Source: an optimization exercise on an open RTL-to-GDS flow (aim: small area and a short achievable clock period). Production flows keep margins and buffers that such runs may drop. Function not checked in this run: the RTL went through the layout flow alone. Power is estimated from default activity; no workload was simulated.

==> flow/design.v <==
`timescale 1ns / 1ps
module MITCH_ENC(
    input  [15:0] x,
    output [3:0]  k,
    output [6:0]  f
    );
    wire [15:0] a = {1'b0, x[14:0] ^ {15{x[15]}}};
    wire [3:0] n, h, l;
    genvar i;
    generate
        for (i = 0; i < 4; i = i + 1) begin : nib
            assign n[i] = |a[4*i+3:4*i];
            assign h[i] = a[4*i+3] | a[4*i+2];
            assign l[i] = a[4*i+3] | ~a[4*i+2] & a[4*i+1];
        end
    endgenerate
    wire k3 = n[3] | n[2];
    wire k2 = k3 ? n[3] : n[1];
    wire k1 = k3 ? (k2 ? h[3] : h[2]) : (k2 ? h[1] : h[0]);
    wire k0 = k3 ? (k2 ? l[3] : l[2]) : (k2 ? l[1] : l[0]);
    wire [15:0] b1 = k3 ? a  : {a[7:0],   8'b0};
    wire [15:0] b2 = k2 ? b1 : {b1[11:0], 4'b0};
    wire [15:0] b3 = k1 ? b2 : {b2[13:0], 2'b0};
    wire [15:0] b4 = k0 ? b3 : {b3[14:0], 1'b0};
    assign k = {k3, k2, k1, k0};
    assign f = b4[14:8];
endmodule
module MITCH_IN(
    input  [15:0] x,
    input  [15:0] y,
    output [4:0]  ks,
    output [6:0]  fx,
    output [6:0]  fy,
    output        t
    );
    wire [3:0] kx, ky;
    wire [6:0] fxa, fya;
    MITCH_ENC ex(.x(x), .k(kx), .f(fxa));
    MITCH_ENC ey(.x(y), .k(ky), .f(fya));
    wire nzx = |x;
    wire nzy = |y;
    wire nz  = nzx & nzy;
    wire [3:0] g = kx & ky;
    wire [3:0] p = kx ^ ky;
    wire c2a = g[1];
    wire c3a = g[2] | p[2] & g[1];
    wire c4a = g[3] | p[3] & g[2] | p[3] & p[2] & g[1];
    wire c2b = g[1] | p[1];
    wire c3b = g[2] | p[2] & (g[1] | p[1]);
    wire c4b = g[3] | p[3] & g[2] | p[3] & p[2] & (g[1] | p[1]);
    wire [3:0] hia = {c4a, p[3] ^ c3a, p[2] ^ c2a, p[1]};
    wire [3:0] hib = {c4b, p[3] ^ c3b, p[2] ^ c2b, ~p[1]};
    wire [4:0] ksum = {g[0] ? hib : hia, p[0]};
    assign ks = ksum & {5{nz}};
    assign fx = {fxa[6:1], fxa[0] & nzy};
    assign fy = {fya[6:1], fya[0] & nzx};
    assign t  = nz & (x[15] ^ y[15]);
endmodule
module MITCH_OUT(
    input  [4:0]  ks,
    input  [6:0]  fx,
    input  [6:0]  fy,
    output [21:0] m
    );
    wire [6:0] g0 = fx & fy;
    wire [6:0] p0 = fx ^ fy;
    wire [6:0] g1 = g0 | {p0[6:1] & g0[5:0], 1'b0};
    wire [6:0] p1 = {p0[6:1] & p0[5:0], p0[0]};
    wire [6:0] g2 = g1 | {p1[6:2] & g1[4:0], 2'b0};
    wire [6:0] p2 = {p1[6:2] & p1[4:0], p1[1:0]};
    wire [6:0] g3 = g2 | {p2[6:4] & g2[2:0], 4'b0};
    wire [6:0] s  = p0 ^ {g3[5:0], 1'b0};
    wire       c  = g3[6];
    wire [4:0] ks1 = ks + 5'd1;
    wire [4:0] posa = ks[4]  ? {ks[3], ~ks[3], ks[2:0]}   : {2'b00, ks[3:1]};
    wire [4:0] posb = ks1[4] ? {ks1[3], ~ks1[3], ks1[2:0]} : {2'b00, ks1[3:1]};
    wire [4:0] pos  = c ? posb : posa;
    wire low = c ? ~|ks : ~|ks[4:1];
    wire [7:0]  b   = {1'b1, s};
    wire [8:0]  sa  = pos[0] ? {b, 1'b0} : {1'b0, b};
    wire [10:0] sb  = pos[1] ? {sa, 2'b0} : {2'b0, sa};
    wire [14:0] sc  = pos[2] ? {sb, 4'b0} : {4'b0, sb};
    wire [22:0] sd  = pos[3] ? {sc, 8'b0} : {8'b0, sc};
    wire [29:0] se  = pos[4] ? {sd[13:0], 16'b0} : {7'b0, sd};
    assign m = {se[28:15], se[14] | low & s[0], se[13:8], se[7] & ~low};
endmodule
module MITCH_TRUNC_W8(
    input [15:0] x,
    input [15:0] y,
    output [31:0] p
    );
    wire [4:0] ks;
    wire [6:0] fx, fy;
    wire       t;
    wire [21:0] v;
    MITCH_IN  mi(.x(x), .y(y), .ks(ks), .fx(fx), .fy(fy), .t(t));
    MITCH_OUT mo(.ks(ks), .fx(fx), .fy(fy), .m(v));
    assign p = {t, t, v ^ {22{t}}, {8{t}}};
endmodule
`timescale 1ns / 1ps
module mult_top(
    input clk,
    input  [15:0] x,
    input  [15:0] y,
    output [31:0] p_out
    );
    wire [4:0] ks;
    wire [6:0] fx, fy;
    wire       t;
    MITCH_IN mi(.x(x), .y(y), .ks(ks), .fx(fx), .fy(fy), .t(t));
    reg [4:0] ks_r;
    reg [6:0] fx_r, fy_r;
    reg       t_r;
    always @(posedge clk) begin
        ks_r <= ks;
        fx_r <= fx;
        fy_r <= fy;
        t_r  <= t;
    end
    wire [21:0] v;
    MITCH_OUT mo(.ks(ks_r), .fx(fx_r), .fy(fy_r), .m(v));
    reg [21:0] pm_r;
    reg        ps_r;
    always @(posedge clk) begin
        pm_r <= v;
        ps_r <= t_r;
    end
    assign p_out = {ps_r, ps_r, pm_r ^ {22{ps_r}}, {8{ps_r}}};
endmodule
==> flow/flow/run.sh <==
#!/bin/bash
# Standard ORFS flow (the standard.sh) with these changes:
#  - ABC maps with flow/abc.script (area-oriented, no up-sizing), through a
#    copy of the ORFS scripts folder in which only abc_area.script differs;
#  - small adders are left to ABC instead of full/half-adder cells;
set -uo pipefail
cp -r "$FLOW_HOME/scripts" ./scripts
cp flow/abc.script ./scripts/abc_area.script
bash standard.sh SCRIPTS_DIR="$PWD/scripts" ABC_AREA=1 ADDER_MAP_FILE= \
  "BUFFER_PORTS_ARGS=-buffer_cell sky130_fd_sc_hd__buf_1" finish > standard.log 2>&1
==> flow/flow/abc.script <==
&get -n
&st
&dch
&nf -a
&put
topo
stime -c
==> flow/standard.sh <==
#!/bin/bash
# synth_recipe.tcl (not shown) runs the flow's synth.tcl, then flattens the netlist and writes it again
# the make line also repeats each setting of config.mk as NAME=value (left out here)
make -C /OpenROAD-flow-scripts/flow DESIGN_CONFIG=/design/flow/config.mk WORK_HOME=/design/flow/orfs CLKGATE_MAP_FILE= SYNTH_SCRIPT=/design/flow/synth_recipe.tcl "${@:-finish}"
==> flow/config.mk <==
export PLATFORM = sky130hd
export DESIGN_NAME = mult_top
export DESIGN_NICKNAME = mult_top
export VERILOG_FILES = /design/flow/design.v
export SDC_FILE = /design/flow/constraint.sdc
export NUM_CORES = 4
export LEC_CHECK = 0
export CAP_MARGIN = 20
export CORE_MARGIN = 2
export CORE_UTILIZATION = 70
export CTS_BUF_LIST = sky130_fd_sc_hd__clkbuf_4
export PLACE_DENSITY = 0.8
export SETUP_SLACK_MARGIN = 3.0
export SLEW_MARGIN = 20
==> flow/constraint.sdc <==
create_clock -name core_clock -period 6.3 [get_ports {clk}]
set_input_delay 1.2600 -clock core_clock [delete_from_list [all_inputs] [get_ports {clk}]]
set_output_delay 1.2600 -clock core_clock [all_outputs]
set_load 0.01 [all_outputs]
==> flow_summary_export.csv <==
group,metric,value,unit
clocking,clkTransAtPathRegs,0.12,ns
setup_path,crit_start,"x[15]",
logic_synthesis,yosysUniqueCellTypes,40,
timing,relSlewSlack,46.94,%
placement,io_buffer_count,64,
floorplanning,io_pins,65,
pwr,finalPower,0.001896,W
placement,place.gp.congestion,0.9833,
logic_synthesis,synth_fa_ha_area_share,0,%
logic_synthesis,synth_top_area_cell,"dfxtp_1",
logic_synthesis,synthFlopType,"dfxtp_1",
clocking,clock-sinks,43,
timing,setup_tns,0,ns
grt,met3_usage,7.764,%
setup_path,worst_setup_path_end_kind,"flop",
floorplanning,fp.dieH,74.97,um
setup_path,required,6.57,ns
route,drc,0,
logic_synthesis,synth-xor-area-share,18.13,%
grt,grt_pass1_vias,3617,
timing,max_freq,291.0,MHz
logic_synthesis,ys_seq_elements,43,
final_layout,diodes,0,
min_path,hp-class,"reg2reg",
setup_path,startpoint_type,"primary input",
logic_synthesis,synthesis.nets,478,
logic_synthesis,synth.yosys.warnings,1,
pwr,power.density,426.0,nW/um^2
route,ant_nets,0,
min_path,min-delay-start,"t_r$_DFF_P_",
final_layout,drive_gt1_share,14.58,%
grt,gr-usage-met1,36.08,%
clocking,holdBufCountCts,0,
route,first_pass_iters,6,
route,drtIter0Drc,554,
clocking,root_buffer,"clkbuf_4",
floorplanning,start_util,73.67,%
run_status,status,"timing/DRC/antenna clean",
logic_synthesis,synth-compound-area-share,23.67,%
timing,drv_slew,0,
logic_synthesis,synth_area_leaders,"dfxtp_1, xor2_1, mux2i_1, xnor2_1, a21oi_1",
logic_synthesis,synthMuxAreaShare,10.36,%
route,wl_per_cell,21.50,um
floorplanning,rows,25,
grt,met2_usage,71.64,%
setup_path,crit_fanout,13,
logic_synthesis,syn_inst,445,
final_layout,syn_to_final_growth,26.22,%
clocking,clk_path_buf_depth,2,
timing,setup_viol,0,
final_layout,final_common_cell,"buf_1",
logic_synthesis,syn_area_per_cell,7.923,sq um
grt,grt_overflow,0,
run,drv_cap,0,
grt,grt_pass1_wl,16060,um
logic_synthesis,synth_top_family_by_area,"compound AO/OA/AOI/OAI gates",
timing,tightest_slew,0.7876,ns
floorplanning,fp.dieArea,5621,sq um
logic_synthesis,yosys.area_share.simple,20.97,%
logic_synthesis,synth_edf_count,0,
clocking,cts_tree,"done",
grt,grt_usage,37.49,%
final_layout,utilization,92.99,%
timing,rsz0062_at_grt,"true",
route,totalWireLength,12790,um
floorplanning,die_x,74.97,um
route,vias,4430,
setup_path,r2r_start,"fx_r[1]$_DFF_P_",
logic_synthesis,yosysSeqAreaShare,24.41,%
clocking,htreeDepth,2,
grt,grt_max_degree,33,
pwr,p_leak,1.691,nW
clocking,clkLatencyLatePin,0.37,ns
final_layout,final_cell_mix,"buf_1, dfxtp_1, xor2_1, nand2_1",
final_layout,final_nets,560,
floorplanning,coreArea,4786,sq um
logic_synthesis,yosysTopAreaCellShare,24.41,%
logic_synthesis,synthArstFlopShare,0,%
timing,fin_crit,3.437,ns
timing,clock_skew,0.003430,ns
route,viasPerCell,7.445,
timing,min_period_over_period,54.55,%
setup_path,timing.setup.critical_path_class,"in2reg",
logic_synthesis,syn-cell-area,3526,sq um
pwr,ir_worst_vdd,0.2378,mV
clocking,numCtsBuffers,5,
placement,place_hpwl,7151,um
grt,antenna_found_initial,0,
timing,final-hold-violation-count,0,
grt,top_usage_layer,"met2",
setup_path,crit_arrival,3.71,ns
## flip-flops by register name (all words and copies together) (netlist names)
name  count
pm_r     22
fx_r      7
fy_r      7
ks_r      5
ps_r      1
t_r       1
## per-stage QoR
step | std cells | hold WS [ns] | worst slack (ns) | cell area (sq um)
CTS | 585 | 0.3509 | 3.004 | 4190
finish | 595 | 0.3550 | 2.863 | 4451
detailed placement | 568 | 0.3263 | 1.624 | 3914
global placement | 568 | 0.3113 | 1.767 | 3914
floorplan | 445 | 0.3096 | 2.772 | 3650
global route | 595 | 0.3627 | 2.835 | 4451
## per-layer routing
layer | share of wire, % | routed length [um]
met5 | 0 | 0
met3 | 10 | 1326
met2 | 48 | 6194
met4 | 9.0 | 1151
met1 | 32 | 4119
## power by group
| part | internal [W] | total [W] | switching (W) |
|---|---|---|---|
| Sequential | 0.000369 | 0.000434 | 0.0000646 |
| Combinational | 0.000468 | 0.00132 | 0.000852 |
| Clock | 0.0000521 | 0.000142 | 0.0000896 |
## critical path: stages
cell and delay [ns]:
buf_8 0.15, buf_6 0.23, xor2_1 0.19, nor4_4 0.41, o21ai_4 0.11, buf_4 0.15
buf_4 0.14, and2_0 0.24, nor2_2 0.33, a311oi_2 0.15, a311oi_1 0.34
## cell usage after synthesis, types with 3 or more instances
cell type,n
a211oi_1,10
a21o_1,5
a21oi_1,31
a311oi_1,8
a31oi_1,14
and2_0,10
and3_1,5
buf_4,10
clkinv_1,3
dfxtp_1,43
mux2i_1,32
nand2_1,38
nand3_1,25
nand4_1,8
nor2_1,26
nor3_1,16
nor4_1,11
o211ai_1,4
o21a_1,4
o21ai_0,26
o221ai_1,6
o22ai_1,11
or2_0,3
xnor2_1,26
xor2_1,47
## cell type report
cell class / count / area, sq um
repair buffers: 84 / 434.2
clock buffers: 7 / 52.55
flip-flops and latches: 43 / 860.8
inverters: 3 / 11.26
fillers: 174 / 335.3
well taps: 67 / 83.83
clock inverters: 1 / 5.005
multi-input cells: 390 / 3003
## worst paths after layout
path / end / slack, ns / cells past startpoint
worst max register to register: pm_r[15]$_DFF_P_ / 3.03 / 8
worst max-delay path: ks_r[3]$_DFF_P_ / 2.86 / 11
worst min-delay path: ps_r$_DFF_P_ / 0.36 / 0
worst min register to register: ps_r$_DFF_P_ / 0.36 / 0
## cells by family (layout without fill, tap and decap cells)
logic type | after synthesis | count (layout)
AND/OR/NAND/NOR | 151 | 151
AO/OA/AOI/OAI | 130 | 131
XOR/XNOR | 73 | 73
flip-flops | 43 | 43
multiplexers | 35 | 35
buffers and inverters | 13 | 95
## repair_timing
| item | CTS | global route |
|---|---|---|
| pin swaps | 6 | 11 |
| setup endpoints to repair | 19 | 22 |
| setup buffers | 8 | 10 |
| gates cloned | 1 | 0 |
| gates resized for setup | 29 | 35 |

-- afterwards: timing with drivers on the ports --
No port has a modelled driver above. Below, the same layout with a new extraction and two added sets of constraints. Step 1, drivers: a clkbuf_16 drives clk and a buf_2 each remaining input, both assumed. Step 2 also shifts input and output timing later by t, the mid clock arrival at the registers, as if the neighbouring blocks saw the same clock. Slacks: no drivers / after step 1 / after step 2; pairs: no drivers / after step 1.
t (ns): 0.394
setup slack, ns: 2.863 / 2.833 / 2.439
worst register clock-pin slew, ns: 0.12 / 0.12
After both steps this run still meets setup and hold. For this run, drivers alone change the setup slack by -0.030 ns; drivers and shift together by -0.424 ns.
